This is an optimization exercise on Yosys and OpenROAD, whose aim is small area, a short achievable clock period and few clock cycles, not a production implementation. Where RTL was checked, it was by simulation tests only, not by an equivalence proof against the original. The RTL of run 2 was laid out without a check of its function. Power and IR drop assume default switching activity.

==> flow/design.v (outline; a module is shown in full before it is edited, if it fits) <==
// module gen_regs: 24 lines
// module alu_ctrl: 31 lines
// module alu: 47 lines
// module forwarding: 30 lines
// module hazard: 65 lines
// module pre_if: 12 lines
// module if_id: 46 lines
// module decode: 65 lines
// module id_ex: 130 lines
// module id_ex_ctrl: 189 lines
// module ex_mem: 63 lines
// module ex_mem_ctrl: 84 lines
// module dmem_rw: 64 lines
// module mem_wb: 49 lines
// module mem_wb_ctrl: 27 lines
// module pc_gen: 39 lines
// module cpu: 458 lines
// module minicpu: 31 lines
module minicpu (
    input         clk,
    input         reset,
    output [31:0] imem_addr,
    input  [31:0] imem_instr,
    output [31:0] dmem_addr,
    output [31:0] dmem_writeData,
    output        dmem_memWrite,
    output [ 1:0] dmem_maskMode,
    output        dmem_sext,
    input  [31:0] dmem_readData
);
  // ...
==> flow/run.sh <==
#!/bin/bash
# synth_recipe.tcl (not shown) runs the flow's synth.tcl, then flattens the netlist and writes it again
# the make line also repeats each setting of config.mk as NAME=value (left out here)
make -C /OpenROAD-flow-scripts/flow DESIGN_CONFIG=/design/flow/config.mk WORK_HOME=/design/flow/orfs CLKGATE_MAP_FILE= SYNTH_SCRIPT=/design/flow/synth_recipe.tcl finish
==> flow/config.mk <==
export PLATFORM = sky130hd
export DESIGN_NAME = minicpu
export DESIGN_NICKNAME = minicpu
export VERILOG_FILES = /design/flow/design.v
export SDC_FILE = /design/flow/constraint.sdc
export NUM_CORES = 8
export LEC_CHECK = 0
export CAP_MARGIN = 20
export CORE_MARGIN = 2
export CORE_UTILIZATION = 30
export SLEW_MARGIN = 20
==> flow/constraint.sdc <==
create_clock -name core_clock -period 12.0 [get_ports {clk}]
set_input_delay 2.4000 -clock core_clock [delete_from_list [all_inputs] [get_ports {clk}]]
set_output_delay 2.4000 -clock core_clock [all_outputs]
set_load 0.01 [all_outputs]
==> impl_metrics.toml, run 1 <==
[cells_and_area]
drive_gt1_frac = 0.111
seq_share = 0.395
clkbuf_count = 224
regArea_sq_um = 35800
stdcell_count = 11950
multi_input_cells = 6180
buffers_excl_clock = 498

[logic_synthesis]
synth-simple-area-share = 0.139
synth-compound-area-share = 0.266
synthTopCellsByCount = "1430 x dfrtp_1, 1018 x nor2_1, 856 x a21oi_1, 674 x nand2_1, 622 x clkbuf_1"
synth.distinct_cells = 103
yosys.area.top_type = "dfrtp_1"
synth_top_family_by_area = "compound AO/OA/AOI/OAI gates"

[power]
clk-power_mw = 5.21
p_switching_mw = 4.08
switching_share = 0.317
comb_power_mw = 2.23

[critical_path]
r2r_slack_ns = 2.04
cpPeakStageDelay_ns = 0.68
crit_buf_inv = 3
path_depth = 27
cp_top_family = "simple AND/OR/NAND/NOR gates"
cp-end-kind = "register"
regToRegEndpoint = "u_cpu.u_id_ex.reg_pc[7]"

[global_routing]
antenna_found_initial = 31

[drt]
drt-pass1-iter-count = 15
vias = 78426
wl_met2_um = 172000
vias_per_cell = 6.56

[sta]
setup_tns_ns = 0
layout_setup_ws_ns = 2.04
hold_slack_ns = 0.323
clock.fmax_mhz = 100
min_period_ns = 9.96

[placed_design]
dp_cells = 11619

[floorplanning]
io_pins = 166

[clock_network]
cts-hold-fix-buffers = 0

[outcome]
status = "no timing/DRC/antenna violations"
Testbench counts, summed over its fixed seeds: cycles 21,444.
==> module gen_regs, before the edit <==
module gen_regs (
    input  clk,
    input  reset,
    input  wen,
    input  [4:0] regRAddr1, regRAddr2, regWAddr,
    input  [31:0] regWData,
    output [31:0] regRData1,
    output [31:0] regRData2
);
    integer ii;
    reg [31:0] regs[31:0];
    always @(posedge clk or posedge reset) begin
        if(reset) begin
            for(ii=0; ii<32; ii=ii+1)
                regs[ii] <= 32'b0;
        end
        else if(wen & (|regWAddr)) 
                regs[regWAddr] <= regWData;
    end
    assign regRData1 = wen & (regWAddr == regRAddr1) ? regWData
                    : ((regRAddr1 != 5'b0) ? regs[regRAddr1] : 32'b0);
    assign regRData2 = wen & (regWAddr == regRAddr2) ? regWData
                    : ((regRAddr2 != 5'b0) ? regs[regRAddr2] : 32'b0);
endmodule
==> module alu, before the edit <==
module alu (
  input  [31:0] alu_data1_i, 
  input  [31:0] alu_data2_i, 
  input  [ 3:0] alu_op_i, 
  output [31:0] alu_result_o 
);
  reg  [31:0] result;
  wire [31:0] sum    = alu_data1_i + ((alu_op_i[3] | alu_op_i[1]) ? -alu_data2_i : alu_data2_i);
  wire        neq    = |sum;
  wire        cmp    = (alu_data1_i[31] == alu_data2_i[31]) ? sum[31]
                     : alu_op_i[0] ? alu_data2_i[31] : alu_data1_i[31];
  wire [ 4:0] shamt  = alu_data2_i[4:0];
  wire [31:0] shin   = alu_op_i[2] ? alu_data1_i : reverse(alu_data1_i);
  wire [32:0] shift  = {alu_op_i[3] & shin[31], shin};
  wire [32:0] shiftt = ($signed(shift) >>> shamt);
  wire [31:0] shiftr = shiftt[31:0];
  wire [31:0] shiftl = reverse(shiftr);
  always @(*) begin
    case(alu_op_i)
      4'b0000:    result <= sum;
      4'b1000:    result <= sum;
      4'b0001:    result <= shiftl;
      4'b0010:    result <= cmp;
      4'b0011:   result <= cmp;
      4'b0100:    result <= (alu_data1_i ^ alu_data2_i);
      4'b0101:    result <= shiftr;
      4'b1101:    result <= shiftr;
      4'b0110:     result <= (alu_data1_i | alu_data2_i);
      4'b0111:    result <= (alu_data1_i & alu_data2_i);
      4'b1001:     result <= {31'b0, ~neq};
      4'b1010:    result <= {31'b0, neq};
      4'b1100:     result <= {31'b0, ~cmp};
      4'b1011:    result <= {31'b0, ~cmp};
      default:        begin 
                      result <= 32'b0; 
        end
    endcase
  end
  function [31:0] reverse;
    input [31:0] in;
    integer i;
    for(i=0; i<32; i=i+1) begin
      reverse[i] = in[31-i];
    end
  endfunction  
  assign alu_result_o = result;
endmodule
==> module cpu, before the edit <==
module cpu(
  input         clk,
  input         reset,
  output [31:0] imem_addr,
  output        imem_valid,
  input         imem_good,
  input  [31:0] imem_instr,
  output [31:0] dmem_addr,
  output        dmem_valid,
  input         dmem_good,
  output [31:0] dmem_writeData,
  output        dmem_memRead,
  output        dmem_memWrite,
  output [1:0]  dmem_maskMode,
  output        dmem_sext,
  input  [31:0] dmem_readData,
  output [31:0] dmem_readBack
);
  wire [4:0] decode_rs1_addr; 
  wire [4:0] decode_rs2_addr; 
  wire [4:0] decode_rd_addr; 
  wire [6:0] decode_funct7; 
  wire [2:0] decode_funct3; 
  wire  decode_branch; 
  wire [1:0] decode_jump; 
  wire  decode_memRead; 
  wire  decode_memWrite; 
  wire  decode_regWrite; 
  wire  decode_toReg; 
  wire [1:0] decode_resultSel; 
  wire  decode_aluSrc; 
  wire  decode_pcAdd; 
  wire [6:0] decode_types; 
  wire [1:0] decode_aluCtrlOp; 
  wire  decode_validInst; 
  wire [31:0] decode_imm; 
  wire  regs_wen; 
  wire [4:0] regs_regWAddr; 
  wire [31:0] regs_regWData; 
  wire [31:0] regs_regRData1; 
  wire [31:0] regs_regRData2; 
  wire [2:0] aluControl_funct3; 
  wire [6:0] aluControl_funct7; 
  wire       aluControl_itype; 
  wire [1:0] aluControl_aluCtrlOp; 
  wire [3:0] aluControl_aluOp; 
  wire [31:0] alu_aluIn1; 
  wire [31:0] alu_aluIn2; 
  wire [3:0] alu_aluOp; 
  wire [31:0] alu_aluOut; 
  wire [31:0] branch_add;
  wire [4:0] forwarding_rs1; 
  wire [4:0] forwarding_rs2; 
  wire [4:0] forwarding_exMemRd; 
  wire  forwarding_exMemRw; 
  wire [4:0] forwarding_memWBRd; 
  wire  forwarding_memWBRw; 
  wire [1:0] forwarding_forwardA; 
  wire [1:0] forwarding_forwardB; 
  wire  hazard_ID_EX_memRead; 
  wire [4:0] hazard_ID_EX_rd; 
  wire  hazard_EX_MEM_taken; 
  wire  hazard_ID_EX_memAccess; 
  wire  hazard_EX_MEM_need_stall; 
  wire  hazard_pcFromTaken; 
  wire  hazard_pcStall; 
  wire  hazard_IF_ID_stall; 
  wire  hazard_ID_EX_stall; 
  wire  hazard_ID_EX_flush; 
  wire  hazard_EX_MEM_flush; 
  wire  hazard_IF_ID_flush; 
  wire [31:0] pre_pc; 
  wire [31:0] if_id_in_instr; 
  wire  if_id_in_noflush; 
  wire  if_id_flush; 
  wire  if_id_valid; 
  wire [31:0] if_id_instr; 
  wire [31:0] if_id_pc; 
  wire  if_id_noflush; 
  wire [31:0] id_ex_in_regRData2; 
  wire [31:0] id_ex_in_regRData1; 
  wire  id_ex_flush; 
  wire  id_ex_valid; 
  wire [4:0] id_ex_rd_addr; 
  wire [6:0] id_ex_data_funct7; 
  wire [2:0] id_ex_data_funct3; 
  wire [31:0] id_ex_data_imm; 
  wire [31:0] id_ex_data_regRData2; 
  wire [31:0] id_ex_data_regRData1; 
  wire [31:0] id_ex_data_pc; 
  wire [4:0] id_ex_data_rs1; 
  wire [4:0] id_ex_data_rs2; 
  wire  id_ex_ctrl_in_ex_ctrl_itype; 
  wire [1:0] id_ex_ctrl_in_ex_ctrl_aluCtrlOp; 
  wire [1:0] id_ex_ctrl_in_ex_ctrl_resultSel; 
  wire  id_ex_ctrl_in_ex_ctrl_aluSrc; 
  wire  id_ex_ctrl_in_ex_ctrl_pcAdd; 
  wire  id_ex_ctrl_in_ex_ctrl_branch; 
  wire [1:0] id_ex_ctrl_in_ex_ctrl_jump; 
  wire  id_ex_ctrl_in_mem_ctrl_memRead; 
  wire  id_ex_ctrl_in_mem_ctrl_memWrite; 
  wire [1:0] id_ex_ctrl_in_mem_ctrl_maskMode; 
  wire  id_ex_ctrl_in_mem_ctrl_sext; 
  wire  id_ex_ctrl_in_wb_ctrl_toReg; 
  wire  id_ex_ctrl_in_wb_ctrl_regWrite; 
  wire  id_ex_ctrl_in_noflush; 
  wire  id_ex_ctrl_flush; 
  wire  id_ex_ctrl_valid; 
  wire  id_ex_ctrl_data_ex_ctrl_itype; 
  wire [1:0] id_ex_ctrl_data_ex_ctrl_aluCtrlOp; 
  wire [1:0] id_ex_ctrl_data_ex_ctrl_resultSel; 
  wire  id_ex_ctrl_data_ex_ctrl_aluSrc; 
  wire  id_ex_ctrl_data_ex_ctrl_pcAdd; 
  wire  id_ex_ctrl_data_ex_ctrl_branch; 
  wire [1:0] id_ex_ctrl_data_ex_ctrl_jump; 
  wire  id_ex_ctrl_data_mem_ctrl_memRead; 
  wire  id_ex_ctrl_data_mem_ctrl_memWrite; 
  wire [1:0] id_ex_ctrl_data_mem_ctrl_maskMode; 
  wire  id_ex_ctrl_data_mem_ctrl_sext; 
  wire  id_ex_ctrl_data_wb_ctrl_toReg; 
  wire  id_ex_ctrl_data_wb_ctrl_regWrite; 
  wire  id_ex_ctrl_data_noflush; 
  wire [4:0] ex_mem_in_regWAddr; 
  wire [31:0] ex_mem_in_regRData2; 
  wire [31:0] ex_mem_in_pc; 
  wire  ex_mem_flush; 
  wire [4:0] ex_mem_data_regWAddr; 
  wire [31:0] ex_mem_data_regRData2; 
  wire [31:0] ex_mem_data_result; 
  wire [31:0] ex_mem_data_pc; 
  wire  ex_mem_ctrl_in_mem_ctrl_memRead; 
  wire  ex_mem_ctrl_in_mem_ctrl_memWrite; 
  wire [1:0] ex_mem_ctrl_in_mem_ctrl_maskMode; 
  wire  ex_mem_ctrl_in_mem_ctrl_sext; 
  wire  ex_mem_ctrl_in_wb_ctrl_toReg; 
  wire  ex_mem_ctrl_in_wb_ctrl_regWrite; 
  wire  ex_mem_ctrl_flush; 
  wire  ex_mem_ctrl_data_mem_ctrl_memRead; 
  wire  ex_mem_ctrl_data_mem_ctrl_memWrite; 
  wire [1:0] ex_mem_ctrl_data_mem_ctrl_maskMode; 
  wire  ex_mem_ctrl_data_mem_ctrl_sext; 
  wire  ex_mem_ctrl_data_wb_ctrl_toReg; 
  wire  ex_mem_ctrl_data_wb_ctrl_regWrite; 
  wire [4:0] mem_wb_in_regWAddr; 
  wire [31:0] mem_wb_in_result; 
  wire [31:0] mem_wb_in_readData; 
  wire [31:0] mem_wb_in_pc; 
  wire [4:0] mem_wb_data_regWAddr; 
  wire [31:0] mem_wb_data_result; 
  wire [31:0] mem_wb_data_readData; 
  wire [31:0] mem_wb_data_pc; 
  wire  mem_wb_ctrl_in_wb_ctrl_toReg; 
  wire  mem_wb_ctrl_in_wb_ctrl_regWrite; 
  wire  mem_wb_ctrl_data_wb_ctrl_toReg; 
  wire  mem_wb_ctrl_data_wb_ctrl_regWrite; 
  wire [31:0] forward_rs1_data;
  wire [31:0] forward_rs2_data;
  wire [31:0] pc; 
  gen_regs u_gen_regs ( 
    .clk(clk),
    .reset(reset),
    .wen(regs_wen),
    .regRAddr1(decode_rs1_addr),
    .regRAddr2(decode_rs2_addr),
    .regWAddr(regs_regWAddr),
    .regWData(regs_regWData),
    .regRData1(regs_regRData1),
    .regRData2(regs_regRData2)
  );
  alu_ctrl u_alu_ctrl( 
    .funct3(aluControl_funct3),
    .funct7(aluControl_funct7),
    .itype(aluControl_itype),
    .aluCtrlOp(aluControl_aluCtrlOp),
    .aluOp(aluControl_aluOp)
  );
  alu u_alu ( 
    .alu_data1_i(alu_aluIn1),
    .alu_data2_i(alu_aluIn2),
    .alu_op_i(alu_aluOp),
    .alu_result_o(alu_aluOut)
  );
  forwarding u_forwarding ( 
    .rs1(forwarding_rs1),
    .rs2(forwarding_rs2),
    .exMemRd(forwarding_exMemRd),
    .exMemRw(forwarding_exMemRw),
    .memWBRd(forwarding_memWBRd),
    .memWBRw(forwarding_memWBRw),
    .mem_wb_ctrl_data_toReg(mem_wb_ctrl_data_wb_ctrl_toReg  ),
    .mem_wb_readData(mem_wb_data_readData  ),
    .mem_wb_data_result(mem_wb_data_result  ),
    .id_ex_data_regRData1(id_ex_data_regRData1  ),
    .id_ex_data_regRData2(id_ex_data_regRData2  ),
    .ex_mem_data_result(ex_mem_data_result  ),
    .forward_rs1_data(forward_rs1_data),
    .forward_rs2_data(forward_rs2_data)
  );
  hazard u_hazard ( 
    .rs1(decode_rs1_addr),
    .rs2(decode_rs2_addr),
    .alu_result_0(alu_aluOut[0] ),
    .id_ex_jump(id_ex_ctrl_data_ex_ctrl_jump ),
    .id_ex_branch(id_ex_ctrl_data_ex_ctrl_branch ),
    .id_ex_imm_31(id_ex_data_imm[31] ),
    .id_ex_memRead(id_ex_ctrl_data_mem_ctrl_memRead ),
    .id_ex_memWrite(id_ex_ctrl_data_mem_ctrl_memWrite ),
    .id_ex_rd(id_ex_rd_addr ),
    .ex_mem_maskMode(ex_mem_ctrl_data_mem_ctrl_maskMode ),
    .ex_mem_memWrite(ex_mem_ctrl_data_mem_ctrl_memWrite ),
    .pcFromTaken(hazard_pcFromTaken),
    .pcStall(hazard_pcStall),
    .IF_ID_stall(hazard_IF_ID_stall),
    .ID_EX_stall(hazard_ID_EX_stall),
    .ID_EX_flush(hazard_ID_EX_flush),
    .EX_MEM_flush(hazard_EX_MEM_flush),
    .IF_ID_flush(hazard_IF_ID_flush)
  );
  pre_if u_pre_if ( 
    .instr(imem_instr),
    .pc(pc),
    .pre_pc(pre_pc)
  );
  if_id u_if_id ( 
    .clk(clk),
    .reset(reset),
    .in_instr(if_id_in_instr),
    .in_pc(pc),
    .flush(if_id_flush),
    .valid(if_id_valid),
    .out_instr(if_id_instr),
    .out_pc(if_id_pc),
    .out_noflush(if_id_noflush)
  );
  decode u_decode ( 
    .instr(if_id_instr),
    .rs1_addr(decode_rs1_addr),
    .rs2_addr(decode_rs2_addr),
    .rd_addr(decode_rd_addr),
    .funct3(decode_funct3),
    .funct7(decode_funct7),
    .branch(decode_branch),
    .jump(decode_jump),
    .mem_read(decode_memRead),
    .mem_write(decode_memWrite),
    .reg_write(decode_regWrite),
    .to_reg(decode_toReg),
    .result_sel(decode_resultSel),
    .alu_src(decode_aluSrc),
    .pc_add(decode_pcAdd),
    .types(decode_types),
    .alu_ctrlop(decode_aluCtrlOp),
    .valid_inst(decode_validInst),
    .imm(decode_imm)
  );
  id_ex u_id_ex ( 
    .clk(clk),
    .reset(reset),
    .in_rd_addr(decode_rd_addr),
    .in_funct7(decode_funct7),
    .in_funct3(decode_funct3),
    .in_imm(decode_imm),
    .in_rs2_data(id_ex_in_regRData2),
    .in_rs1_data(id_ex_in_regRData1),
    .hold_rs2_data(forward_rs2_data),
    .hold_rs1_data(forward_rs1_data),
    .in_pc(if_id_pc),
    .in_rs1_addr(decode_rs1_addr),
    .in_rs2_addr(decode_rs2_addr),
    .flush(id_ex_flush),
    .valid(id_ex_valid),
    .out_rd_addr(id_ex_rd_addr),
    .out_funct7(id_ex_data_funct7),
    .out_funct3(id_ex_data_funct3),
    .out_imm(id_ex_data_imm),
    .out_rs2_data(id_ex_data_regRData2),
    .out_rs1_data(id_ex_data_regRData1),
    .out_pc(id_ex_data_pc),
    .out_rs1_addr(id_ex_data_rs1),
    .out_rs2_addr(id_ex_data_rs2)
  );
  id_ex_ctrl u_id_ex_ctrl ( 
    .clk(clk),
    .reset(reset),
    .in_ex_ctrl_itype(id_ex_ctrl_in_ex_ctrl_itype),
    .in_ex_ctrl_alu_ctrlop(id_ex_ctrl_in_ex_ctrl_aluCtrlOp),
    .in_ex_ctrl_result_sel(id_ex_ctrl_in_ex_ctrl_resultSel),
    .in_ex_ctrl_alu_src(id_ex_ctrl_in_ex_ctrl_aluSrc),
    .in_ex_ctrl_pc_add(id_ex_ctrl_in_ex_ctrl_pcAdd),
    .in_ex_ctrl_branch(id_ex_ctrl_in_ex_ctrl_branch),
    .in_ex_ctrl_jump(id_ex_ctrl_in_ex_ctrl_jump),
    .in_mem_ctrl_mem_read(id_ex_ctrl_in_mem_ctrl_memRead),
    .in_mem_ctrl_mem_write(id_ex_ctrl_in_mem_ctrl_memWrite),
    .in_mem_ctrl_mask_mode(id_ex_ctrl_in_mem_ctrl_maskMode),
    .in_mem_ctrl_sext(id_ex_ctrl_in_mem_ctrl_sext),
    .in_wb_ctrl_to_reg(id_ex_ctrl_in_wb_ctrl_toReg),
    .in_wb_ctrl_reg_write(id_ex_ctrl_in_wb_ctrl_regWrite),
    .in_noflush(id_ex_ctrl_in_noflush),
    .flush(id_ex_ctrl_flush),
    .valid(id_ex_ctrl_valid),
    .out_ex_ctrl_itype(id_ex_ctrl_data_ex_ctrl_itype),
    .out_ex_ctrl_alu_ctrlop(id_ex_ctrl_data_ex_ctrl_aluCtrlOp),
    .out_ex_ctrl_result_sel(id_ex_ctrl_data_ex_ctrl_resultSel),
    .out_ex_ctrl_alu_src(id_ex_ctrl_data_ex_ctrl_aluSrc),
    .out_ex_ctrl_pc_add(id_ex_ctrl_data_ex_ctrl_pcAdd),
    .out_ex_ctrl_branch(id_ex_ctrl_data_ex_ctrl_branch),
    .out_ex_ctrl_jump(id_ex_ctrl_data_ex_ctrl_jump),
    .out_mem_ctrl_mem_read(id_ex_ctrl_data_mem_ctrl_memRead),
    .out_mem_ctrl_mem_write(id_ex_ctrl_data_mem_ctrl_memWrite),
    .out_mem_ctrl_mask_mode(id_ex_ctrl_data_mem_ctrl_maskMode),
    .out_mem_ctrl_sext(id_ex_ctrl_data_mem_ctrl_sext),
    .out_wb_ctrl_to_reg(id_ex_ctrl_data_wb_ctrl_toReg),
    .out_wb_ctrl_reg_write(id_ex_ctrl_data_wb_ctrl_regWrite),
    .out_noflush(id_ex_ctrl_data_noflush)
  );
  ex_mem u_ex_mem ( 
    .clk(clk),
    .reset(reset),
    .in_regWAddr(ex_mem_in_regWAddr),
    .in_regRData2(ex_mem_in_regRData2),
    .ex_result_sel(id_ex_ctrl_data_ex_ctrl_resultSel),
    .id_ex_data_imm(id_ex_data_imm),
    .in_pc(ex_mem_in_pc),
    .alu_result(alu_aluOut),
    .flush(ex_mem_flush),
    .data_regWAddr(ex_mem_data_regWAddr),
    .data_regRData2(ex_mem_data_regRData2),
    .data_result(ex_mem_data_result),
    .data_pc(ex_mem_data_pc)
  );
  ex_mem_ctrl u_ex_mem_ctrl ( 
    .clk(clk),
    .reset(reset),
    .in_mem_ctrl_memRead(ex_mem_ctrl_in_mem_ctrl_memRead),
    .in_mem_ctrl_memWrite(ex_mem_ctrl_in_mem_ctrl_memWrite),
    .in_mem_ctrl_maskMode(ex_mem_ctrl_in_mem_ctrl_maskMode),
    .in_mem_ctrl_sext(ex_mem_ctrl_in_mem_ctrl_sext),
    .in_wb_ctrl_toReg(ex_mem_ctrl_in_wb_ctrl_toReg),
    .in_wb_ctrl_regWrite(ex_mem_ctrl_in_wb_ctrl_regWrite),
    .flush(ex_mem_ctrl_flush),
    .out_mem_ctrl_memRead(ex_mem_ctrl_data_mem_ctrl_memRead),
    .out_mem_ctrl_memWrite(ex_mem_ctrl_data_mem_ctrl_memWrite),
    .out_mem_ctrl_maskMode(ex_mem_ctrl_data_mem_ctrl_maskMode),
    .out_mem_ctrl_sext(ex_mem_ctrl_data_mem_ctrl_sext),
    .out_wb_ctrl_toReg(ex_mem_ctrl_data_wb_ctrl_toReg),
    .out_wb_ctrl_regWrite(ex_mem_ctrl_data_wb_ctrl_regWrite)
  );
  dmem_rw u_dmem_rw(
    .reset(reset),
    .clk(clk),
    .ex_mem_ctrl_data_mem_ctrl_memWrite(ex_mem_ctrl_data_mem_ctrl_memWrite ),
    .ex_mem_ctrl_data_mem_ctrl_maskMode(ex_mem_ctrl_data_mem_ctrl_maskMode ),
    .ex_mem_data_result(ex_mem_data_result ),
    .ex_mem_data_regRData2(ex_mem_data_regRData2 ),
    .ex_mem_ctrl_data_mem_ctrl_memRead(ex_mem_ctrl_data_mem_ctrl_memRead ),
    .ex_mem_ctrl_data_mem_ctrl_sext(ex_mem_ctrl_data_mem_ctrl_sext ),
    .dmem_addr(dmem_addr ),
    .dmem_valid(dmem_valid ),
    .dmem_writeData(dmem_writeData ),
    .dmem_memRead(dmem_memRead ),
    .dmem_memWrite(dmem_memWrite ),
    .dmem_maskMode(dmem_maskMode ),
    .dmem_sext(dmem_sext ),
    .dmem_readData(dmem_readData ),
    .dmem_readBack(dmem_readBack)
  );
  mem_wb u_mem_wb ( 
    .clk(clk),
    .reset(reset),
    .in_regWAddr(mem_wb_in_regWAddr),
    .in_result(mem_wb_in_result),
    .in_readData(mem_wb_in_readData),
    .in_pc(mem_wb_in_pc),
    .data_regWAddr(mem_wb_data_regWAddr),
    .data_result(mem_wb_data_result),
    .data_readData(mem_wb_data_readData),
    .data_pc(mem_wb_data_pc)
  );
  mem_wb_ctrl u_mem_wb_ctrl ( 
    .clk(clk),
    .reset(reset),
    .in_wb_ctrl_toReg(mem_wb_ctrl_in_wb_ctrl_toReg),
    .in_wb_ctrl_regWrite(mem_wb_ctrl_in_wb_ctrl_regWrite),
    .data_wb_ctrl_toReg(mem_wb_ctrl_data_wb_ctrl_toReg),
    .data_wb_ctrl_regWrite(mem_wb_ctrl_data_wb_ctrl_regWrite)
  );
  pc_gen u_pc_gen(
    .reset(reset  ),
    .clk(clk  ),
    .alu_result(alu_aluOut  ),
    .branch_add(branch_add  ),
    .hazard_pcStall(hazard_pcStall  ),
    .hazard_pcFromTaken(hazard_pcFromTaken  ),
    .id_ex_ctrl_data_ex_ctrl_jump(id_ex_ctrl_data_ex_ctrl_jump  ),
    .pre_pc(pre_pc  ),
    .id_ex_pc(id_ex_data_pc  ),
    .pc_o(pc)
  );
  assign regs_wen = mem_wb_ctrl_data_wb_ctrl_regWrite & mem_wb_data_regWAddr != 5'h0; 
  assign regs_regWAddr = mem_wb_data_regWAddr;
  assign regs_regWData = mem_wb_ctrl_data_wb_ctrl_toReg ? mem_wb_data_readData : mem_wb_data_result;  
  assign aluControl_funct3 = id_ex_data_funct3; 
  assign aluControl_funct7 = id_ex_data_funct7; 
  assign aluControl_itype = id_ex_ctrl_data_ex_ctrl_itype; 
  assign aluControl_aluCtrlOp = id_ex_ctrl_data_ex_ctrl_aluCtrlOp; 
  assign alu_aluIn1 = id_ex_ctrl_data_ex_ctrl_pcAdd ? id_ex_data_pc : forward_rs1_data;
  assign alu_aluIn2 = id_ex_ctrl_data_ex_ctrl_aluSrc ? id_ex_data_imm : forward_rs2_data; 
  assign alu_aluOp = aluControl_aluOp; 
  assign branch_add = id_ex_data_pc + id_ex_data_imm;
  assign forwarding_rs1 = id_ex_data_rs1; 
  assign forwarding_rs2 = id_ex_data_rs2;
  assign forwarding_exMemRd = ex_mem_data_regWAddr; 
  assign forwarding_exMemRw = ex_mem_ctrl_data_wb_ctrl_regWrite; 
  assign forwarding_memWBRd = mem_wb_data_regWAddr; 
  assign forwarding_memWBRw = mem_wb_ctrl_data_wb_ctrl_regWrite; 
  assign if_id_in_instr = imem_instr;  
  assign if_id_flush = hazard_IF_ID_flush; 
  assign if_id_valid = ~hazard_IF_ID_stall; 
  assign id_ex_in_regRData2 = regs_regRData2; 
  assign id_ex_in_regRData1 = regs_regRData1; 
  assign id_ex_flush = hazard_ID_EX_flush; 
  assign id_ex_valid = ~hazard_ID_EX_stall; 
  assign id_ex_ctrl_in_ex_ctrl_itype = decode_types[5]; 
  assign id_ex_ctrl_in_ex_ctrl_aluCtrlOp = decode_aluCtrlOp; 
  assign id_ex_ctrl_in_ex_ctrl_resultSel = decode_resultSel;
  assign id_ex_ctrl_in_ex_ctrl_aluSrc = decode_aluSrc; 
  assign id_ex_ctrl_in_ex_ctrl_pcAdd = decode_pcAdd;
  assign id_ex_ctrl_in_ex_ctrl_branch = decode_branch; 
  assign id_ex_ctrl_in_ex_ctrl_jump = decode_jump; 
  assign id_ex_ctrl_in_mem_ctrl_memRead = decode_memRead; 
  assign id_ex_ctrl_in_mem_ctrl_memWrite = decode_memWrite; 
  assign id_ex_ctrl_in_mem_ctrl_maskMode = if_id_instr[13:12]; 
  assign id_ex_ctrl_in_mem_ctrl_sext = ~if_id_instr[14];
  assign id_ex_ctrl_in_wb_ctrl_toReg = decode_toReg; 
  assign id_ex_ctrl_in_wb_ctrl_regWrite = decode_regWrite; 
  assign id_ex_ctrl_in_noflush = 1'h1; 
  assign id_ex_ctrl_flush = hazard_ID_EX_flush; 
  assign id_ex_ctrl_valid = ~hazard_ID_EX_stall; 
  assign ex_mem_in_regWAddr = id_ex_rd_addr;
  assign ex_mem_in_regRData2 = forward_rs2_data; 
  assign ex_mem_in_pc = id_ex_data_pc; 
  assign ex_mem_flush = hazard_EX_MEM_flush; 
  assign ex_mem_ctrl_in_mem_ctrl_memRead = id_ex_ctrl_data_mem_ctrl_memRead; 
  assign ex_mem_ctrl_in_mem_ctrl_memWrite = id_ex_ctrl_data_mem_ctrl_memWrite; 
  assign ex_mem_ctrl_in_mem_ctrl_maskMode = id_ex_ctrl_data_mem_ctrl_maskMode; 
  assign ex_mem_ctrl_in_mem_ctrl_sext = id_ex_ctrl_data_mem_ctrl_sext; 
  assign ex_mem_ctrl_in_wb_ctrl_toReg = id_ex_ctrl_data_wb_ctrl_toReg;
  assign ex_mem_ctrl_in_wb_ctrl_regWrite = id_ex_ctrl_data_wb_ctrl_regWrite;
  assign ex_mem_ctrl_flush = hazard_EX_MEM_flush;
  assign mem_wb_in_regWAddr = ex_mem_data_regWAddr; 
  assign mem_wb_in_result = ex_mem_data_result; 
  assign mem_wb_in_readData = dmem_readData; 
  assign mem_wb_in_pc = ex_mem_data_pc; 
  assign mem_wb_ctrl_in_wb_ctrl_toReg = ex_mem_ctrl_data_wb_ctrl_toReg; 
  assign mem_wb_ctrl_in_wb_ctrl_regWrite = ex_mem_ctrl_data_wb_ctrl_regWrite; 
  assign imem_addr = pc; 
  assign imem_valid = ~hazard_IF_ID_stall;
endmodule
==> module minicpu, before the edit <==
module minicpu (
    input         clk,
    input         reset,
    output [31:0] imem_addr,
    input  [31:0] imem_instr,
    output [31:0] dmem_addr,
    output [31:0] dmem_writeData,
    output        dmem_memWrite,
    output [ 1:0] dmem_maskMode,
    output        dmem_sext,
    input  [31:0] dmem_readData
);
  cpu u_cpu (
      .clk           (clk),
      .reset         (reset),
      .imem_addr     (imem_addr),
      .imem_valid    (),
      .imem_good     (1'b1),
      .imem_instr    (imem_instr),
      .dmem_addr     (dmem_addr),
      .dmem_valid    (),
      .dmem_good     (1'b1),
      .dmem_writeData(dmem_writeData),
      .dmem_memRead  (),
      .dmem_memWrite (dmem_memWrite),
      .dmem_maskMode (dmem_maskMode),
      .dmem_sext     (dmem_sext),
      .dmem_readData (dmem_readData),
      .dmem_readBack ()
  );
endmodule
==> run 2: changes to the inputs <==
==> flow/design.v (replaced) <==
module gen_regs (
    input         clk,
    input         reset,
    input         wen,           
    input  [ 4:0] waddr,
    input  [31:0] wdata,
    input  [ 4:0] raddr1,
    input  [ 4:0] raddr2,
    output [31:0] rdata1,
    output [31:0] rdata2
);
  reg  [31:0] regs [1:31];
  reg  [31:0] valid;
  wire [31:0] rf   [0:31];
  assign rf[0] = 32'h0;
  genvar i;
  generate
    for (i = 1; i < 32; i = i + 1) begin : g_reg
      always @(posedge clk) begin
        if (wen && waddr == i) regs[i] <= wdata;
      end
      assign rf[i] = regs[i];
    end
  endgenerate
  always @(posedge clk or posedge reset) begin
    if (reset) valid <= 32'h0;
    else if (wen) valid[waddr] <= 1'b1;
  end
  assign rdata1 = valid[raddr1] ? rf[raddr1] : 32'h0;
  assign rdata2 = valid[raddr2] ? rf[raddr2] : 32'h0;
endmodule
module alu (
    input  [31:0] a,
    input  [31:0] b,
    input  [ 2:0] f3,
    input         sub,
    input         sra,
    output [31:0] sum,       
    output        eq,
    output        lt,
    output        ltu,
    output reg [31:0] result
);
  wire [32:0] diff = {1'b0, a} - {1'b0, b};
  assign sum = a + b;
  assign eq  = (a == b);
  assign ltu = diff[32];
  assign lt  = (a[31] ^ b[31]) ? a[31] : diff[32];
  function [31:0] reverse;
    input [31:0] in;
    integer k;
    for (k = 0; k < 32; k = k + 1) reverse[k] = in[31-k];
  endfunction
  wire        left  = ~f3[2];
  wire [31:0] shin  = left ? reverse(a) : a;
  wire [32:0] shext = {sra & shin[31], shin};
  wire [32:0] shres = $signed(shext) >>> b[4:0];
  wire [31:0] shr   = shres[31:0];
  always @(*) begin
    case (f3)
      3'b000:  result = sub ? diff[31:0] : sum;
      3'b001:  result = reverse(shr);
      3'b010:  result = {31'b0, lt};
      3'b011:  result = {31'b0, ltu};
      3'b100:  result = a ^ b;
      3'b101:  result = shr;
      3'b110:  result = a | b;
      default: result = a & b;
    endcase
  end
endmodule
module cpu (
    input         clk,
    input         reset,
    output [31:0] imem_addr,
    input  [31:0] imem_instr,
    output [31:0] dmem_addr,
    output [31:0] dmem_writeData,
    output        dmem_memWrite,
    output [ 1:0] dmem_maskMode,
    output        dmem_sext,
    input  [31:0] dmem_readData
);
  reg  [31:0] x_pc;      
  reg  [31:0] x_a;       
  reg  [31:0] x_b;       
  reg  [31:0] x_s;       
  reg  [ 4:0] x_rd;
  reg         x_we;      
  reg         x_st;
  reg         x_ld;
  reg         x_jal;
  reg         x_jalr;
  reg         x_br;
  reg  [ 2:0] x_f3;
  reg         x_sub;
  reg         x_sra;
  reg  [ 1:0] x_rsel;    
  wire [31:0] sum, alu_res;
  wire        eq, lt, ltu;
  alu u_alu (
      .a     (x_a),
      .b     (x_b),
      .f3    (x_f3),
      .sub   (x_sub),
      .sra   (x_sra),
      .sum   (sum),
      .eq    (eq),
      .lt    (lt),
      .ltu   (ltu),
      .result(alu_res)
  );
  wire [31:0] pc4 = x_pc + 32'd4;
  wire [31:0] tgt = x_pc + x_s;
  wire cond  = x_f3[2] ? (x_f3[1] ? ltu : lt) : eq;
  wire taken = x_jal | (x_br & (cond ^ x_f3[0]));
  wire [31:0] npc = x_jalr ? sum : taken ? tgt : pc4;
  reg [31:0] x_res;
  always @(*) begin
    case (x_rsel)
      2'd0:    x_res = alu_res;
      2'd1:    x_res = x_s;
      2'd2:    x_res = tgt;
      default: x_res = pc4;
    endcase
  end
  wire [31:0] wdata = x_ld ? dmem_readData : x_res;
  assign imem_addr      = npc;
  assign dmem_addr      = sum;
  assign dmem_writeData = x_s;
  assign dmem_memWrite  = x_st;
  assign dmem_maskMode  = x_f3[1:0];
  assign dmem_sext      = ~x_f3[2];
  wire [31:0] ins = imem_instr;
  wire [ 4:0] op  = ins[6:2];
  wire [ 2:0] f3  = ins[14:12];
  wire [ 4:0] rs1 = ins[19:15];
  wire [ 4:0] rs2 = ins[24:20];
  wire [ 4:0] rd  = ins[11:7];
  wire is_lui   = (op == 5'b01101);
  wire is_auipc = (op == 5'b00101);
  wire is_jal   = (op == 5'b11011);
  wire is_jalr  = (op == 5'b11001);
  wire is_br    = (op == 5'b11000);
  wire is_ld    = (op == 5'b00000);
  wire is_st    = (op == 5'b01000);
  wire is_alui  = (op == 5'b00100);
  wire is_alur  = (op == 5'b01100);
  wire [31:0] imm_i = {{20{ins[31]}}, ins[31:20]};
  wire [31:0] imm_s = {{20{ins[31]}}, ins[31:25], ins[11:7]};
  wire [31:0] imm_b = {{19{ins[31]}}, ins[31], ins[7], ins[30:25], ins[11:8], 1'b0};
  wire [31:0] imm_u = {ins[31:12], 12'b0};
  wire [31:0] imm_j = {{11{ins[31]}}, ins[31], ins[19:12], ins[20], ins[30:21], 1'b0};
  wire writes = is_lui | is_auipc | is_jal | is_jalr | is_ld | is_alui | is_alur;
  wire [31:0] rf1, rf2;
  gen_regs u_regs (
      .clk   (clk),
      .reset (reset),
      .wen   (x_we),
      .waddr (x_rd),
      .wdata (wdata),
      .raddr1(rs1),
      .raddr2(rs2),
      .rdata1(rf1),
      .rdata2(rf2)
  );
  wire [31:0] rs1v = (x_we && x_rd == rs1) ? wdata : rf1;
  wire [31:0] rs2v = (x_we && x_rd == rs2) ? wdata : rf2;
  always @(posedge clk) begin
    x_a    <= rs1v;
    x_b    <= (is_alur | is_br) ? rs2v : (is_st ? imm_s : imm_i);
    x_s    <= is_st ? rs2v : (is_br ? imm_b : (is_jal ? imm_j : imm_u));
    x_rd   <= rd;
    x_ld   <= is_ld;
    x_f3   <= f3;
    x_sub  <= is_alur & ins[30];
    x_sra  <= ins[30];
    x_rsel <= is_lui ? 2'd1 : is_auipc ? 2'd2 : (is_jal | is_jalr) ? 2'd3 : 2'd0;
  end
  always @(posedge clk or posedge reset) begin
    if (reset) begin
      x_pc   <= 32'hFFFF_FFFC;
      x_we   <= 1'b0;
      x_st   <= 1'b0;
      x_jal  <= 1'b0;
      x_jalr <= 1'b0;
      x_br   <= 1'b0;
    end else begin
      x_pc   <= npc;
      x_we   <= writes & (rd != 5'd0);
      x_st   <= is_st;
      x_jal  <= is_jal;
      x_jalr <= is_jalr;
      x_br   <= is_br;
    end
  end
endmodule
module minicpu (
    input         clk,
    input         reset,
    output [31:0] imem_addr,
    input  [31:0] imem_instr,
    output [31:0] dmem_addr,
    output [31:0] dmem_writeData,
    output        dmem_memWrite,
    output [ 1:0] dmem_maskMode,
    output        dmem_sext,
    input  [31:0] dmem_readData
);
  cpu u_cpu (
      .clk           (clk),
      .reset         (reset),
      .imem_addr     (imem_addr),
      .imem_instr    (imem_instr),
      .dmem_addr     (dmem_addr),
      .dmem_writeData(dmem_writeData),
      .dmem_memWrite (dmem_memWrite),
      .dmem_maskMode (dmem_maskMode),
      .dmem_sext     (dmem_sext),
      .dmem_readData (dmem_readData)
  );
endmodule
==> impl_metrics.toml, run 2 <==
[critical_path]
path_class = "reg2out"
cp-end-kind = "output pin"
r2r_cells = 14
path_depth = 14
critPathMaxFanout = 52
crit_path_cell_trace = "buf_4 > inv_2 > ha_1 > nor3_1 > o311ai_0 > nand3_1 > nand4_1 > a211oi_1 > or3_1 > o211ai_2 > a21o_1 > mux2_2 > o21ai_1 > clkdlybuf4s50_1"
cp-start-kind = "register"
cpPeakStageDelay_ns = 0.65
arrival_ns = 6.72
critPathRequiredTime_ns = 9.60
slowest_stage = "a21o_1"
cp_top_family = "compound AO/OA/AOI/OAI gates"
crit_buf_inv = 3

[sta]
clock.fmax_mhz = 110
worst_slew_pin_slew_ns = 1.32
setup_tns_ns = 0
final_hold_viol_count = 0
finalCritPeriodShare = 0.760
grt_setup_unrepaired = "no"
setup_viol = 0
min_period_ns = 9.12
skew_ns = 0.0915
slew_headroom = 0.121
finalMaxSlewViolations = 0

[clock_network]
clk_pin_slew_ns = 0.06
insertion_delay_ns = 0.82
cts-hold-fix-buffers = 0
cts.sinks = 1170
ctsResizeCount = 0
cts-root-buf = "clkbuf_16"
cts_buffer_depth = 3
htreeDepth = 3
cts_buffers = 114
cts_tree = "yes"
cts_setup_buffers = 0

[global_routing]
met2_usage = 0.428
grt-busiest-layer = "met2"
use_met3 = 0.147
grt_start_max_net_pins = 70
grt_pass1_vias = 51314
gr-total-overflow = 0
antenna_found_initial = 33
grt_first_pass_wirelength_um = 432000
grt_usage = 0.302
gr-usage-met1 = 0.360

[logic_synthesis]
synth.distinct_cells = 104
ys.flop_type = "edfxtp_1"
synthCells = 5089
synth.most_common_cell = "edfxtp_1"
synthTopCellsByCount = "992 x edfxtp_1, 373 x a221oi_1, 368 x a22o_1, 327 x nor2_1, 295 x clkbuf_1"
async_flop_share = 0.0590
yosys.area.top_type = "edfxtp_1"
yosysWarningCount = 4
syn_avg_cell_area_sq_um = 11.9
syn_nets = 5291
synth_top_area_frac = 0.492
syn_area_sq_um = 60600
synth_edf_count = 992
ys_seq_area_frac = 0.557
ys_seq_elements = 1170
synthTopCellsByArea = "edfxtp_1 49%, a221oi_1 5.4%, a22o_1 5.3%, dfxtp_1 3.6%, ha_1 2.7%"

[power]
p_total_mw = 11.7
ir_worst_vdd_v = 0.000139
power_density_nw_per_um2 = 167
cellLeakagePower_nw = 23.3

[cells_and_area]
postLayoutCoreUtil = 0.350
stdcell_count = 7953
nNetsFinal = 5372
drive_gt1_frac = 0.130
largest_reg_flops = 992
most-common-layout-cells = "992 x edfxtp_1, 373 x a221oi_1, 368 x a22o_1, 269 x nand2_1, 231 x nor2_1"
multi_input_area_sq_um = 25500
final_common_cell = "edfxtp_1"
final_cell_area_sq_um = 70200
syn_to_final_growth_pct = 15.8
final.fill_count = 19548
regArea_sq_um = 33700
regMostFlops = "u_cpu.u_regs.regs"

[drt]
drt_wl_total_um = 325000
wl_per_cell_um = 40.8
antenna_left = 0
drt_iter0_markers = 13675
vias_per_cell = 7.05
drt-pass1-iter-count = 15
vias = 56089
drc = 0

[floorplanning]
rows = 164
die-area_sq_um = 206000
initial_utilization = 0.303
io_pins = 166
die_w_um = 453
core_sq_um = 200000
die_h_um = 453

[placed_design]
dp_cells = 7709
port_buffers = 163
place_congestion = 1.04
place_area_sq_um = 66100
hpwl_um = 198000

[run]
maxCapViolations = 0

[outcome]
status = "no timing/DRC/antenna violations"

[worst_hold_path]
hold_class = "reg2reg"
hold_path_depth = 1
==> run 2: path summary, 6_finish.rpt <==
check                                       start                        end  slack (ns)
setup / recovery                     u_cpu.x_b[2]              imem_addr[30]        2.88
hold / removal             u_cpu.u_regs.valid[18]     u_cpu.u_regs.valid[18]        0.48
setup reg to reg                     u_cpu.x_b[2]  u_cpu.u_regs.regs[26][19]        5.57
hold reg to reg            u_cpu.u_regs.valid[18]     u_cpu.u_regs.valid[18]        0.48
max in group asynchronous                   reset               u_cpu.x_jalr        9.03
min in group asynchronous                   reset               u_cpu.x_jalr        2.29
==> run 2: area by class of cell <==
cell class	count	share of cell area
inverter	141	0.00754
clock inverter	78	0.0135
tap	2656	0.0473
sequential	1170	0.481
clock buffer	138	0.0428
multi-input combinational	3392	0.364
antenna	27	0.000963
timing repair buffer	351	0.0433
==> run 2: logic make-up after synthesis <==
group	after synthesis	share of synthesized area
multiplexers	166	0.0402
buffers and inverters	527	0.0351
XOR/XNOR	124	0.0179
AO/OA/AOI/OAI	1836	0.233
flip-flops	1170	0.557
adder cells (fa/ha/maj)	136	0.0285
AND/OR/NAND/NOR	1130	0.0888
==> run 2: metrics by stage <==
| step | hold WS (ns) | worst slack [ns] |
|---|---|---|
| 2_1_floorplan | 0.439 | 5.80 |
| 3_3_place_gp | 0.449 | 3.81 |
| 3_5_place_dp | 0.458 | 3.88 |
| 4_1_cts | 0.472 | 3.04 |
| 5_1_grt | 0.496 | 2.64 |
| 6_report | 0.476 | 2.88 |
==> run 2: report_power, final <==
part | switching [mW] | internal, mW | leakage, nW
combinational | 1.95 | 0.940 | 10.7
clock | 1.73 | 2.15 | 1.91
sequential | 0.223 | 4.76 | 10.8
==> run 2: metal layers <==
metal	up-vias	routed length, um
met2	6083	131000
met1	27365	110000
met3	1719	54700
met5	-	586
met4	26	28000
li1	20896	-
==> run 3: changes to the inputs <==
==> flow/design.v (replaced) <==
module gen_regs (
    input         clk,
    input         reset,
    input         wen,           
    input  [ 4:0] waddr,
    input  [31:0] wdata,
    input  [ 4:0] raddr1,
    input  [ 4:0] raddr2,
    output [31:0] rdata1,
    output [31:0] rdata2
);
  reg  [31:0] regs [1:31];
  reg  [31:1] valid;
  wire [31:0] dec1 = 32'd1 << raddr1;
  wire [31:0] dec2 = 32'd1 << raddr2;
  reg [31:0] r1, r2;
  integer k;
  always @(*) begin
    r1 = 32'h0;
    r2 = 32'h0;
    for (k = 1; k < 32; k = k + 1) begin
      r1 = r1 | ({32{dec1[k] & valid[k]}} & regs[k]);
      r2 = r2 | ({32{dec2[k] & valid[k]}} & regs[k]);
    end
  end
  assign rdata1 = r1;
  assign rdata2 = r2;
  genvar i;
  generate
    for (i = 1; i < 32; i = i + 1) begin : g_reg
      always @(posedge clk) begin
        if (wen && waddr == i) regs[i] <= wdata;
      end
      always @(posedge clk or posedge reset) begin
        if (reset) valid[i] <= 1'b0;
        else if (wen && waddr == i) valid[i] <= 1'b1;
      end
    end
  endgenerate
endmodule
module alu (
    input  [31:0] a,
    input  [31:0] b,
    input         cin,
    input         sra,
    input  [ 7:0] sel,
    output [31:0] result
);
  wire [32:0] sum = {1'b0, a} + {1'b0, b} + {32'b0, cin};
  wire        ltu = ~sum[32];
  wire        lt  = (a[31] ^ ~b[31]) ? a[31] : sum[31];
  function [31:0] reverse;
    input [31:0] in;
    integer k;
    for (k = 0; k < 32; k = k + 1) reverse[k] = in[31-k];
  endfunction
  wire        left  = sel[1];
  wire [31:0] shin  = left ? reverse(a) : a;
  wire [32:0] shext = {sra & shin[31], shin};
  wire [32:0] shres = $signed(shext) >>> b[4:0];
  wire [31:0] shr   = shres[31:0];
  assign result = ({32{sel[0]}} & sum[31:0])
                | ({32{sel[1]}} & reverse(shr))
                | {31'b0, sel[2] & lt}
                | {31'b0, sel[3] & ltu}
                | ({32{sel[4]}} & (a ^ b))
                | ({32{sel[5]}} & shr)
                | ({32{sel[6]}} & (a | b))
                | ({32{sel[7]}} & (a & b));
endmodule
module brcmp (
    input  [31:0] a,
    input  [31:0] b,
    output        eq,
    output        lt
);
  wire [31:0] l0 = ~a & b;
  wire [31:0] g0 = a & ~b;
  wire [15:0] l1, g1;
  wire [ 7:0] l2, g2;
  wire [ 3:0] l3, g3;
  wire [ 1:0] l4, g4;
  genvar i;
  generate
    for (i = 0; i < 16; i = i + 1) begin : g_1
      assign l1[i] = l0[2*i+1] | (~g0[2*i+1] & l0[2*i]);
      assign g1[i] = g0[2*i+1] | (~l0[2*i+1] & g0[2*i]);
    end
    for (i = 0; i < 8; i = i + 1) begin : g_2
      assign l2[i] = l1[2*i+1] | (~g1[2*i+1] & l1[2*i]);
      assign g2[i] = g1[2*i+1] | (~l1[2*i+1] & g1[2*i]);
    end
    for (i = 0; i < 4; i = i + 1) begin : g_3
      assign l3[i] = l2[2*i+1] | (~g2[2*i+1] & l2[2*i]);
      assign g3[i] = g2[2*i+1] | (~l2[2*i+1] & g2[2*i]);
    end
    for (i = 0; i < 2; i = i + 1) begin : g_4
      assign l4[i] = l3[2*i+1] | (~g3[2*i+1] & l3[2*i]);
      assign g4[i] = g3[2*i+1] | (~l3[2*i+1] & g3[2*i]);
    end
  endgenerate
  wire gt = g4[1] | (~l4[1] & g4[0]);
  assign lt = l4[1] | (~g4[1] & l4[0]);
  assign eq = ~lt & ~gt;
endmodule
module cpu (
    input         clk,
    input         reset,
    output [31:0] imem_addr,
    input  [31:0] imem_instr,
    output [31:0] dmem_addr,
    output [31:0] dmem_writeData,
    output        dmem_memWrite,
    output [ 1:0] dmem_maskMode,
    output        dmem_sext,
    input  [31:0] dmem_readData
);
  reg  [31:0] x_pc4;     
  reg  [31:0] x_tgt;     
  reg  [31:0] x_addr;    
  reg  [31:0] x_a;       
  reg  [31:0] x_b;       
  reg  [31:0] x_s;       
  reg  [ 4:0] x_rd;
  reg         x_we;      
  reg         x_st;
  reg         x_ld;
  reg         x_seq;     
  reg         x_take;    
  reg         x_jalr;    
  reg  [ 1:0] x_mask;    
  reg         x_sext;
  reg         x_cin;     
  reg         x_sra;
  reg  [ 7:0] x_op;      
  reg  [ 3:0] x_rsel;    
  wire [31:0] alu_res;
  alu u_alu (
      .a     (x_a),
      .b     (x_b),
      .cin   (x_cin),
      .sra   (x_sra),
      .sel   (x_op),
      .result(alu_res)
  );
  wire [31:0] npc = ({32{x_seq}} & x_pc4) | ({32{x_take}} & x_tgt) | ({32{x_jalr}} & x_addr);
  wire [31:0] wdata = alu_res | ({32{x_rsel[1]}} & x_s) | ({32{x_rsel[2]}} & x_tgt) |
                      ({32{x_rsel[3]}} & x_pc4) | ({32{x_ld}} & dmem_readData);
  assign imem_addr      = npc;
  assign dmem_addr      = x_addr;
  assign dmem_writeData = x_s;
  assign dmem_memWrite  = x_st;
  assign dmem_maskMode  = x_mask;
  assign dmem_sext      = x_sext;
  wire [31:0] ins = imem_instr;
  wire [ 4:0] op  = ins[6:2];
  wire [ 2:0] f3  = ins[14:12];
  wire [ 4:0] rs1 = ins[19:15];
  wire [ 4:0] rs2 = ins[24:20];
  wire [ 4:0] rd  = ins[11:7];
  wire is_lui   = (op == 5'b01101);
  wire is_auipc = (op == 5'b00101);
  wire is_jal   = (op == 5'b11011);
  wire is_jalr  = (op == 5'b11001);
  wire is_br    = (op == 5'b11000);
  wire is_ld    = (op == 5'b00000);
  wire is_st    = (op == 5'b01000);
  wire is_alui  = (op == 5'b00100);
  wire is_alur  = (op == 5'b01100);
  wire [31:0] imm_i = {{20{ins[31]}}, ins[31:20]};
  wire [31:0] imm_s = {{20{ins[31]}}, ins[31:25], ins[11:7]};
  wire [31:0] imm_b = {{19{ins[31]}}, ins[31], ins[7], ins[30:25], ins[11:8], 1'b0};
  wire [31:0] imm_u = {ins[31:12], 12'b0};
  wire [31:0] imm_j = {{11{ins[31]}}, ins[31], ins[19:12], ins[20], ins[30:21], 1'b0};
  wire writes = is_lui | is_auipc | is_jal | is_jalr | is_ld | is_alui | is_alur;
  wire [31:0] rf1, rf2;
  gen_regs u_regs (
      .clk   (clk),
      .reset (reset),
      .wen   (x_we),
      .waddr (x_rd),
      .wdata (wdata),
      .raddr1(rs1),
      .raddr2(rs2),
      .rdata1(rf1),
      .rdata2(rf2)
  );
  wire [31:0] rs1v = (x_we && x_rd == rs1) ? wdata : rf1;
  wire [31:0] rs2v = (x_we && x_rd == rs2) ? wdata : rf2;
  wire d_eq, d_lt;
  brcmp u_brcmp (
      .a (({rs1v[31] ^ ~f3[1], rs1v[30:0]})),
      .b (({rs2v[31] ^ ~f3[1], rs2v[30:0]})),
      .eq(d_eq),
      .lt(d_lt)
  );
  wire d_cond = (f3[2] ? d_lt : d_eq) ^ f3[0];
  wire d_take = is_jal | (is_br & d_cond);
  wire d_neg = (is_alur & ins[30] & (f3 == 3'b000)) | ((is_alui | is_alur) & (f3[2:1] == 2'b01));
  wire [31:0] d_addr = rs1v + (is_st ? imm_s : imm_i);
  wire [31:0] d_tgt  = npc + (is_jal ? imm_j : is_br ? imm_b : imm_u);
  wire [31:0] d_pc4  = npc + 32'd4;
  always @(posedge clk) begin
    x_tgt  <= d_tgt;
    x_addr <= d_addr;
    x_a    <= rs1v;
    x_b    <= (is_alur ? rs2v : imm_i) ^ {32{d_neg}};
    x_s    <= is_st ? rs2v : imm_u;
    x_rd   <= rd;
    x_ld   <= is_ld;
    x_mask <= f3[1:0];
    x_sext <= ~f3[2];
    x_cin  <= d_neg;
    x_sra  <= ins[30];
    x_op   <= {8{is_alui | is_alur}} & (8'd1 << f3);
    x_rsel <= {is_jal | is_jalr, is_auipc, is_lui, 1'b0};
  end
  always @(posedge clk or posedge reset) begin
    if (reset) begin
      x_pc4  <= 32'h0;
      x_we   <= 1'b0;
      x_st   <= 1'b0;
      x_seq  <= 1'b1;
      x_take <= 1'b0;
      x_jalr <= 1'b0;
    end else begin
      x_pc4  <= d_pc4;
      x_we   <= writes & (rd != 5'd0);
      x_st   <= is_st;
      x_seq  <= ~d_take & ~is_jalr;
      x_take <= d_take;
      x_jalr <= is_jalr;
    end
  end
endmodule
module minicpu (
    input         clk,
    input         reset,
    output [31:0] imem_addr,
    input  [31:0] imem_instr,
    output [31:0] dmem_addr,
    output [31:0] dmem_writeData,
    output        dmem_memWrite,
    output [ 1:0] dmem_maskMode,
    output        dmem_sext,
    input  [31:0] dmem_readData
);
  cpu u_cpu (
      .clk           (clk),
      .reset         (reset),
      .imem_addr     (imem_addr),
      .imem_instr    (imem_instr),
      .dmem_addr     (dmem_addr),
      .dmem_writeData(dmem_writeData),
      .dmem_memWrite (dmem_memWrite),
      .dmem_maskMode (dmem_maskMode),
      .dmem_sext     (dmem_sext),
      .dmem_readData (dmem_readData)
  );
endmodule
==> flow/flow/run.sh (new file) <==
#!/bin/bash
set -euo pipefail
bash standard.sh ADDER_MAP_FILE= SETUP_SLACK_MARGIN=6.5 finish > layout.log 2>&1
test -s out/final.def
==> flow/standard.sh (new file) <==
#!/bin/bash
# synth_recipe.tcl (not shown) runs the flow's synth.tcl, then flattens the netlist and writes it again
# the make line also repeats each setting of config.mk as NAME=value (left out here)
make -C /OpenROAD-flow-scripts/flow DESIGN_CONFIG=/design/flow/config.mk WORK_HOME=/design/flow/orfs CLKGATE_MAP_FILE= SYNTH_SCRIPT=/design/flow/synth_recipe.tcl "${@:-finish}"
--- a/flow/config.mk
+++ b/flow/config.mk
@@ -5,7 +5,9 @@
 export SDC_FILE = /design/flow/constraint.sdc
 export NUM_CORES = 8
 export LEC_CHECK = 0
+export ABC_AREA = 1
 export CAP_MARGIN = 20
 export CORE_MARGIN = 2
-export CORE_UTILIZATION = 30
+export CORE_UTILIZATION = 45
 export SLEW_MARGIN = 20
+export TNS_END_PERCENT = 100
removed: flow/run.sh
==> impl_metrics.toml, run 3 <==
[sta]
final_hold_viol_count = 0
finalCritPeriodShare = 0.465
grt_setup_unrepaired = "yes"
slew_headroom = 0.150
setup_tns_ns = 0
finalMaxSlewViolations = 0
clock.fmax_mhz = 179
min_period_ns = 5.58
skew_ns = 0.0659
worst_slew_pin_slew_ns = 1.27
setup_viol = 0

[logic_synthesis]
synth_edf_count = 992
syn_nets = 7603
syn_area_sq_um = 64800
synthCells = 7537
syn_avg_cell_area_sq_um = 8.60
synth_top_area_frac = 0.459
async_flop_share = 0.0548
synthTopCellsByArea = "edfxtp_1 46%, nand2_1 12%, dfxtp_1 5.6%, nand3_1 4.9%, inv_1 4.8%"
synth.distinct_cells = 74
ys_seq_area_frac = 0.542
synth.most_common_cell = "nand2_1"
yosysWarningCount = 4
synthTopCellsByCount = "2106 x nand2_1, 992 x edfxtp_1, 825 x inv_1, 695 x nor2_1, 639 x nand3_1"
yosys.area.top_type = "edfxtp_1"
ys_seq_elements = 1242
ys.flop_type = "edfxtp_1"

[power]
power_frac_clock = 0.373
power_density_nw_per_um2 = 152
power.internal_mw = 8.09
switching_share = 0.323
pwr-share-comb = 0.195
p_total_mw = 11.9
cellLeakagePower_nw = 32.4
p_seq_frac = 0.432
ir_worst_vdd_v = 0.000139
p_switching_mw = 3.86

[drt]
drt_wl_total_um = 382000
vias_per_cell = 6.54
vias = 65085
wl_per_cell_um = 38.4
drt_iter0_markers = 11125
antenna_left = 0
drc = 0
drt-pass1-iter-count = 8

[floorplanning]
initial_utilization = 0.452
die_w_um = 384
rows = 139
io_pins = 166
die-area_sq_um = 147000
die_h_um = 384
core_sq_um = 143000

[clock_network]
cts_buffer_depth = 3
insertion_delay_ns = 0.85
cts_tree = "yes"
htreeDepth = 4
cts-root-buf = "clkbuf_16"
cts.sinks = 1242
cts-hold-fix-buffers = 0
clk_pin_slew_ns = 0.07
cts_buffers = 142

[critical_path]
cp-start-kind = "input port"
critPathMaxFanout = 8
path_class = "in2reg"
crit_path_cell_trace = "dlygate4sd2_1 > buf_12 > nand3_2 > inv_1 > nand2_4 > buf_12 > nor2_1 > a211oi_1 > nand4_1 > nor2_1 > nand2_1 > nand2_2 > inv_2 > nand2_2 > nand2_1 > nor2_1 > nand2_1 > inv_2 > nand4_1 > nand2_2 > a21oi_4 > o21ai_2 > xor2_1"
slowest_stage = "a211oi_1"
arrival_ns = 6.33
cp-end-kind = "register"
crit_buf_inv = 6
cp_top_family = "simple AND/OR/NAND/NOR gates"
critPathRequiredTime_ns = 12.75
cpPeakStageDelay_ns = 0.68

[cells_and_area]
most-common-layout-cells = "1998 x nand2_1, 992 x edfxtp_1, 791 x inv_1, 593 x nor2_1, 586 x nand3_1"
syn_to_final_growth_pct = 21.4
drive_gt1_frac = 0.156
multi_input_area_sq_um = 27100
regArea_sq_um = 35100
largest_reg_flops = 992
regMostFlops = "u_cpu.u_regs.regs"
nNetsFinal = 7985
final_common_cell = "nand2_1"
final.fill_count = 13179

[global_routing]
antenna_found_initial = 26
grt_first_pass_wirelength_um = 502000
grt_start_max_net_pins = 50
grt_usage = 0.507
gr-total-overflow = 0
grt_pass1_vias = 59488

[run]
maxCapViolations = 0

[placed_design]
hpwl_um = 257000
port_buffers = 163
place_congestion = 1.06

[worst_hold_path]
hold_class = "reg2reg"

[outcome]
status = "no timing/DRC/antenna violations"
==> run 3: logic make-up after synthesis <==
| logic type | after synthesis | synth area share |
|---|---|---|
| AO/OA/AOI/OAI | 1116 | 0.110 |
| buffers and inverters | 1204 | 0.0767 |
| flip-flops | 1242 | 0.542 |
| AND/OR/NAND/NOR | 3860 | 0.256 |
| XOR/XNOR | 115 | 0.0155 |
==> run 3: cell type report <==
type / count / share of cell area
repair buffers: 519 / 0.0707
multi-input cells: 5091 / 0.344
flip-flops and latches: 1242 / 0.446
clock buffers: 176 / 0.0479
inverters: 921 / 0.0482
well taps: 1903 / 0.0303
repair inverters: 2 / 0.000175
clock inverters: 83 / 0.0118
diodes: 16 / 0.000509
==> run 3: power by group through the flow <==
| stage | clock network (mW) | registers (mW) | logic, mW |
|---|---|---|---|
| after floorplan | 0 | 5.10 | 1.20 |
| after global placement | 0 | 5.23 | 2.08 |
| after detailed placement | 0 | 5.23 | 2.09 |
| after CTS | 4.43 | 5.14 | 2.17 |
| after global routing | 4.59 | 5.16 | 2.46 |
| final | 4.45 | 5.16 | 2.33 |
==> run 3: final timing paths <==
path | start | endpoint | slack, ns | depth (start not counted)
worst max-delay path | imem_instr[17] | u_cpu.x_addr[20] | 6.42 | 23
worst min-delay path | u_cpu.u_regs.valid[14] | u_cpu.u_regs.valid[14] | 0.47 | 2
worst max register to register | u_cpu.x_a[26] | u_cpu.x_seq | 6.70 | 25
worst min register to register | u_cpu.u_regs.valid[14] | u_cpu.u_regs.valid[14] | 0.47 | 2
max in group asynchronous | reset | u_cpu.u_regs.valid[15] | 8.82 | 3
min in group asynchronous | reset | u_cpu.x_pc4[19] | 1.90 | 2
==> run 3: worst register-to-register path: stages, from the launching register on <==
cell and delay, ns:
dfxtp_1 0.95, nand2_1 0.26, nand2_1 0.42, o2111ai_1 0.24, a211oi_2 0.50, nand2_1 0.11
nor2_1 0.48, nand2_4 0.49, nand2_1 0.27, nand2_2 0.16, nand2_1 0.10, nor2_1 0.05
nor2_1 0.12, nand2_1 0.06, nand2_1 0.06, nand3_1 0.06, nand2_1 0.11, nor2_1 0.07
nor2_2 0.22, nand2_2 0.08, nand2_2 0.07, nand2_1 0.08, nand2_1 0.07, nand3_2 0.10
nand2_1 0.07, inv_1 0.04
==> run 3: metrics by stage <==
stage	setup slack (ns)	cell area [sq um]	hold WS, ns	utilization	instances
2_1_floorplan	7.11	64800	0.433	-	7537
3_3_place_gp	3.60	69100	0.450	0.482	9508
3_5_place_dp	3.60	69100	0.456	0.482	9511
4_1_cts	6.50	76700	0.472	0.536	9867
5_1_grt	6.41	78700	0.508	0.549	9938
6_report	6.42	78700	0.473	0.549	9953
==> run 3: per-layer routing <==
layer	up-vias	track usage	wire, um
met5	-	0	164
met4	16	0.480	46900
met3	1724	0.192	55700
met2	5974	0.735	157000
met1	30958	0.572	122000
li1	26413	-	-
==> run 3: what timing repair did <==
| item | 4_1_cts | 5_1_grt |
|---|---|---|
| resized for setup | 546 | 313 |
| pin swaps | 74 | 101 |
| cloned | 5 | 7 |
| setup endpoints to repair | 131 | 37 |
| setup buffers | 92 | 62 |
Testbench counts of run 3, summed over its fixed seeds: cycles 18,749.

[re-timing with driven ports]
The flow's constraints put no driver on any port. The routed layouts listed below were extracted and timed again, unchanged, in two steps.
Step 1 (the two cells are an assumption about what drives the block):
set clk [get_ports {clk}]
set_driving_cell -lib_cell sky130_fd_sc_hd__clkbuf_16 $clk
set_driving_cell -lib_cell sky130_fd_sc_hd__buf_2 [delete_from_list [all_inputs] $clk]
Step 2 also shifts input and output timing later by t, the mid clock arrival at the registers, as if the neighbouring blocks saw the same clock.
a / b / c = no drivers / after step 1 / after step 2; a / b = the first two.
run	t (ns)	setup WS [ns]	worst setup path at the end	latest minus earliest clock arrival (ns)	worst data-port slew with drivers (ns)
run 1	0.940	2.041 / 2.041 / 2.041	register to register	0.092 / 0.092	0.09
run 2	0.871	2.879 / 2.788 / 3.658	register to output	0.092 / 0.091	0.20
run 3	0.903	6.416 / 6.476 / 5.573	input to register	0.069 / 0.069	0.07
After both steps setup and hold are still met in every run listed. For run 3, which loses most, drivers alone change the setup slack by +0.060 ns; drivers and shift together by -0.843 ns.
